Background: an optimization exercise with open tools, aiming at small area and a short achievable clock period. Do not read the settings as production practice.
Where RTL was checked, it was by simulation tests only, not by an equivalence proof against the original.
Power is estimated from default activity; no workload was simulated.

Setup of try-zinc:
==> flow/design.v <==
module VDC(
    input               clock,
    input               reset,    
    output logic [11:0] cnt,
    output logic [11:0] rev,
    output logic [11:0] nxt,      
    output logic        last      
);
logic [11:0] carry;
always_comb begin
    for (int i = 0; i < 12; i++) rev[i] = cnt[11-i];
end
assign carry[0] = 1'b1;
for (genvar i = 1; i < 12; i++) begin : g_carry
    assign carry[i] = &cnt[i-1:0];
end
assign nxt  = cnt ^ carry;
assign last = &cnt;
always_ff @(posedge clock)
    if (reset) cnt <= 12'd1;
    else       cnt <= nxt;
endmodule
module HWA(
    input [12:0]        in,
    input               clock_d,
    input               clock_s,
    output logic [12:0] out,
    output logic        done
);
localparam [10:0] SGN = 11'b01010001010;    
logic [11:0] l12 [0:21];
logic [9:0]  l10 [22:25];
logic [7:0]  l8  [26:29];
logic [5:0]  l6  [30:33];
logic [1:0]  l2  [34:37];
logic [11:0] q;       
logic [11:0] rq;      
logic        qlast;   
logic [10:0] seg1;    
logic [11:0] tapv;    
logic        bit_r;   
VDC vdc(.clock(clock_d), .reset(clock_s), .cnt(q), .rev(rq), .nxt(), .last(qlast));
logic       nz10;     
logic [1:0] r34;
assign nz10 = |l6[33][3:0];
assign r34  = (l6[33][5:4] == 2'd3) ? 2'd3 : l6[33][5:4] + {1'b0, nz10};
logic [10:0] seg_n;
always_comb begin
    logic [11:0] ge;      
    ge[0]  = 1'b1;
    ge[1]  = q >= 12'd2;
    ge[2]  = q >= 12'd23;
    ge[3]  = q >= 12'd101;
    ge[4]  = q >= 12'd338;
    ge[5]  = q >= 12'd1281;
    ge[6]  = q >= 12'd2814;
    ge[7]  = q >= 12'd3756;
    ge[8]  = q >= 12'd3993;
    ge[9]  = q >= 12'd4071;
    ge[10] = q >= 12'd4092;
    ge[11] = q == 12'd4095;   
    for (int s = 0; s < 11; s++) seg_n[s] = ge[s] & ~ge[s+1];
    seg_n[0] = seg_n[0] | ge[11];
end
always_comb
    tapv   = ({12{seg1[0]}}  & {l2[37], 10'b0})
           | ({12{seg1[1]}}  & {l6[33], 6'b0})
           | ({12{seg1[2]}}  & {l8[29], 4'b0})
           | ({12{seg1[3]}}  & {l10[25], 2'b0})
           | ({12{seg1[4]}}  & l12[21])
           | ({12{seg1[5]}}  & l12[19])
           | ({12{seg1[6]}}  & {l12[17][11:1], 1'b0})
           | ({12{seg1[7]}}  & {l12[13][11:3], 3'b0})
           | ({12{seg1[8]}}  & {l12[9][11:5], 5'b0})
           | ({12{seg1[9]}}  & {l12[5][11:7], 7'b0})
           | ({12{seg1[10]}} & {l12[1][11:10], 10'b0});
logic gt;
always_comb begin
    logic [11:0] g1, p1;
    logic [5:0]  g2, p2;
    logic [2:0]  g3, p3;
    for (int i = 0; i < 12; i++) begin
        g1[i] = tapv[i] & ~rq[i];
        p1[i] = tapv[i] | ~rq[i];
    end
    for (int i = 0; i < 6; i++) begin
        g2[i] = g1[2*i+1] | (p1[2*i+1] & g1[2*i]);
        p2[i] = g1[2*i+1] | (p1[2*i+1] & p1[2*i]);
    end
    for (int i = 0; i < 3; i++) begin
        g3[i] = g2[2*i+1] | (p2[2*i+1] & g2[2*i]);
        p3[i] = g2[2*i+1] | (p2[2*i+1] & p2[2*i]);
    end
    gt = g3[2] | (p3[2] & g3[1]) | (p3[2] & p3[1] & g3[0]);
end
logic [12:0] acc_carry;
assign acc_carry[0] = bit_r;
for (genvar i = 1; i < 13; i++) begin : g_acc_carry
    assign acc_carry[i] = bit_r & (&out[i-1:0]);
end
always_ff @(posedge clock_d) begin
    if (clock_s) begin
        l12[0] <= in[11:0];
        for (int j = 1; j < 22; j++) l12[j] <= l12[j-1];
        l10[22] <= {l12[21][11:3], |l12[21][2:0]};
        for (int j = 23; j < 26; j++) l10[j] <= l10[j-1];
        l8[26] <= {l10[25][9:3], |l10[25][2:0]};
        for (int j = 27; j < 30; j++) l8[j] <= l8[j-1];
        l6[30] <= {l8[29][7:3], |l8[29][2:0]};
        for (int j = 31; j < 34; j++) l6[j] <= l6[j-1];
        l2[34] <= r34;
        for (int j = 35; j < 38; j++) l2[j] <= l2[j-1];
    end
end
always_ff @(posedge clock_d) begin
    if (clock_s) begin
        out   <= 13'd0;
        done  <= 1'b0;
        seg1  <= 11'd1;                    
        bit_r <= |l2[36];                  
    end else begin
        out   <= out ^ acc_carry;
        done  <= qlast;
        seg1  <= seg_n;
        bit_r <= gt ^ |(seg1 & SGN);
    end
end
endmodule
make LEC_CHECK=0 CAP_MARGIN=0 CORE_MARGIN=2 CORE_UTILIZATION=40 CTS_CLUSTER_DIAMETER=100 CTS_CLUSTER_SIZE=28 SETUP_SLACK_MARGIN=4.2 SLEW_MARGIN=0 SYNTH_MEMORY_MAX_BITS=32768 finish   # period 6.5 ns
run.sh (not shown) runs the stock make flow with config.mk's settings and CLKGATE_MAP_FILE= SYNTH_SCRIPT=/design/flow/synth_recipe.tcl, a recipe that flattens the netlist after the stock synthesis.
diff inputs: try-zinc => try-willow
--- a/flow/design.v
+++ b/flow/design.v
@@ -33,21 +33,21 @@
 logic [7:0]  l8  [26:29];
 logic [5:0]  l6  [30:33];
 logic [1:0]  l2  [34:37];
 logic [11:0] q;       
 logic [11:0] rq;      
 logic        qlast;   
-logic [10:0] seg1;    
 logic [11:0] tapv;    
+logic        sgn;     
 logic        bit_r;   
 VDC vdc(.clock(clock_d), .reset(clock_s), .cnt(q), .rev(rq), .nxt(), .last(qlast));
 logic       nz10;     
 logic [1:0] r34;
 assign nz10 = |l6[33][3:0];
 assign r34  = (l6[33][5:4] == 2'd3) ? 2'd3 : l6[33][5:4] + {1'b0, nz10};
-logic [10:0] seg_n;
+logic [10:0] seg2;
 always_comb begin
     logic [11:0] ge;      
     ge[0]  = 1'b1;
     ge[1]  = q >= 12'd2;
     ge[2]  = q >= 12'd23;
     ge[3]  = q >= 12'd101;
@@ -56,45 +56,46 @@
     ge[6]  = q >= 12'd2814;
     ge[7]  = q >= 12'd3756;
     ge[8]  = q >= 12'd3993;
     ge[9]  = q >= 12'd4071;
     ge[10] = q >= 12'd4092;
     ge[11] = q == 12'd4095;   
-    for (int s = 0; s < 11; s++) seg_n[s] = ge[s] & ~ge[s+1];
-    seg_n[0] = seg_n[0] | ge[11];
+    for (int s = 0; s < 11; s++) seg2[s] = ge[s] & ~ge[s+1];
+    seg2[0] = seg2[0] | ge[11];
 end
+logic [11:0] tapv_n;
 always_comb
-    tapv   = ({12{seg1[0]}}  & {l2[37], 10'b0})
-           | ({12{seg1[1]}}  & {l6[33], 6'b0})
-           | ({12{seg1[2]}}  & {l8[29], 4'b0})
-           | ({12{seg1[3]}}  & {l10[25], 2'b0})
-           | ({12{seg1[4]}}  & l12[21])
-           | ({12{seg1[5]}}  & l12[19])
-           | ({12{seg1[6]}}  & {l12[17][11:1], 1'b0})
-           | ({12{seg1[7]}}  & {l12[13][11:3], 3'b0})
-           | ({12{seg1[8]}}  & {l12[9][11:5], 5'b0})
-           | ({12{seg1[9]}}  & {l12[5][11:7], 7'b0})
-           | ({12{seg1[10]}} & {l12[1][11:10], 10'b0});
+    tapv_n = ({12{seg2[0]}}  & {l2[37], 10'b0})
+           | ({12{seg2[1]}}  & {l6[33], 6'b0})
+           | ({12{seg2[2]}}  & {l8[29], 4'b0})
+           | ({12{seg2[3]}}  & {l10[25], 2'b0})
+           | ({12{seg2[4]}}  & l12[21])
+           | ({12{seg2[5]}}  & l12[19])
+           | ({12{seg2[6]}}  & {l12[17][11:1], 1'b0})
+           | ({12{seg2[7]}}  & {l12[13][11:3], 3'b0})
+           | ({12{seg2[8]}}  & {l12[9][11:5], 5'b0})
+           | ({12{seg2[9]}}  & {l12[5][11:7], 7'b0})
+           | ({12{seg2[10]}} & {l12[1][11:10], 10'b0});
 logic gt;
 always_comb begin
-    logic [11:0] g1, p1;
-    logic [5:0]  g2, p2;
-    logic [2:0]  g3, p3;
+    logic [11:0] g1, e1;
+    logic [5:0]  g2, e2;
+    logic [2:0]  g3, e3;
     for (int i = 0; i < 12; i++) begin
         g1[i] = tapv[i] & ~rq[i];
-        p1[i] = tapv[i] | ~rq[i];
+        e1[i] = ~(tapv[i] ^ rq[i]);
     end
     for (int i = 0; i < 6; i++) begin
-        g2[i] = g1[2*i+1] | (p1[2*i+1] & g1[2*i]);
-        p2[i] = g1[2*i+1] | (p1[2*i+1] & p1[2*i]);
+        g2[i] = g1[2*i+1] | (e1[2*i+1] & g1[2*i]);
+        e2[i] = e1[2*i+1] & e1[2*i];
     end
     for (int i = 0; i < 3; i++) begin
-        g3[i] = g2[2*i+1] | (p2[2*i+1] & g2[2*i]);
-        p3[i] = g2[2*i+1] | (p2[2*i+1] & p2[2*i]);
+        g3[i] = g2[2*i+1] | (e2[2*i+1] & g2[2*i]);
+        e3[i] = e2[2*i+1] & e2[2*i];
     end
-    gt = g3[2] | (p3[2] & g3[1]) | (p3[2] & p3[1] & g3[0]);
+    gt = g3[2] | (e3[2] & g3[1]) | (e3[2] & e3[1] & g3[0]);
 end
 logic [12:0] acc_carry;
 assign acc_carry[0] = bit_r;
 for (genvar i = 1; i < 13; i++) begin : g_acc_carry
     assign acc_carry[i] = bit_r & (&out[i-1:0]);
 end
@@ -113,16 +114,18 @@
     end
 end
 always_ff @(posedge clock_d) begin
     if (clock_s) begin
         out   <= 13'd0;
         done  <= 1'b0;
-        seg1  <= 11'd1;                    
+        tapv  <= {l2[36], 10'b0};          
+        sgn   <= SGN[0];
         bit_r <= |l2[36];                  
     end else begin
         out   <= out ^ acc_carry;
         done  <= qlast;
-        seg1  <= seg_n;
-        bit_r <= gt ^ |(seg1 & SGN);
+        tapv  <= tapv_n;
+        sgn   <= |(seg2 & SGN);
+        bit_r <= gt ^ sgn;
     end
 end
 endmodule
==> comparison <==
As far as clock power is concerned, try-willow and try-zinc perform about the same. Distinct cell type count of the synthesized netlist up 38% in try-willow wrt try-zinc. Relative to try-zinc, multi-input logic area has increased by 20% in try-willow. Every stage of the flow completed for try-willow, and the final layout passed the timing, DRC and antenna checks. Across both runs, sequential cell area in the final layout was higher for try-willow than for try-zinc. Diff try-zinc -> try-willow | maximum frequency | up slightly.
The RTL of try-willow was laid out without a check of its function.

re-timing with driven ports:
In the flow no input, the clock included, has a driving cell. The finished layouts below were timed again as built, in two steps. Step 1, drivers: a clkbuf_16 drives clock_d and a buf_2 each remaining input, both assumed. Step 2 adds t to the input delays and takes it off the output delays; t is the mean of the earliest and latest rising clock arrival at the registers after step 1. Input paths then give back, and output paths get back, about the clock's delay inside the block. Three values: no drivers, after step 1, after step 2; two values: the first two.
run | t (ns) | setup WS [ns] | worst hold slack (ns)
try-zinc | 0.567 | 4.192 / 4.145 / 3.737 | 0.402 / 0.402 / 0.402
try-willow | 0.557 | 4.201 / 4.153 / 3.681 | 0.417 / 0.417 / 0.417
After both steps every run listed still meets setup and hold. For try-willow, which loses most, drivers alone change the setup slack by -0.048 ns; drivers and shift together by -0.520 ns.
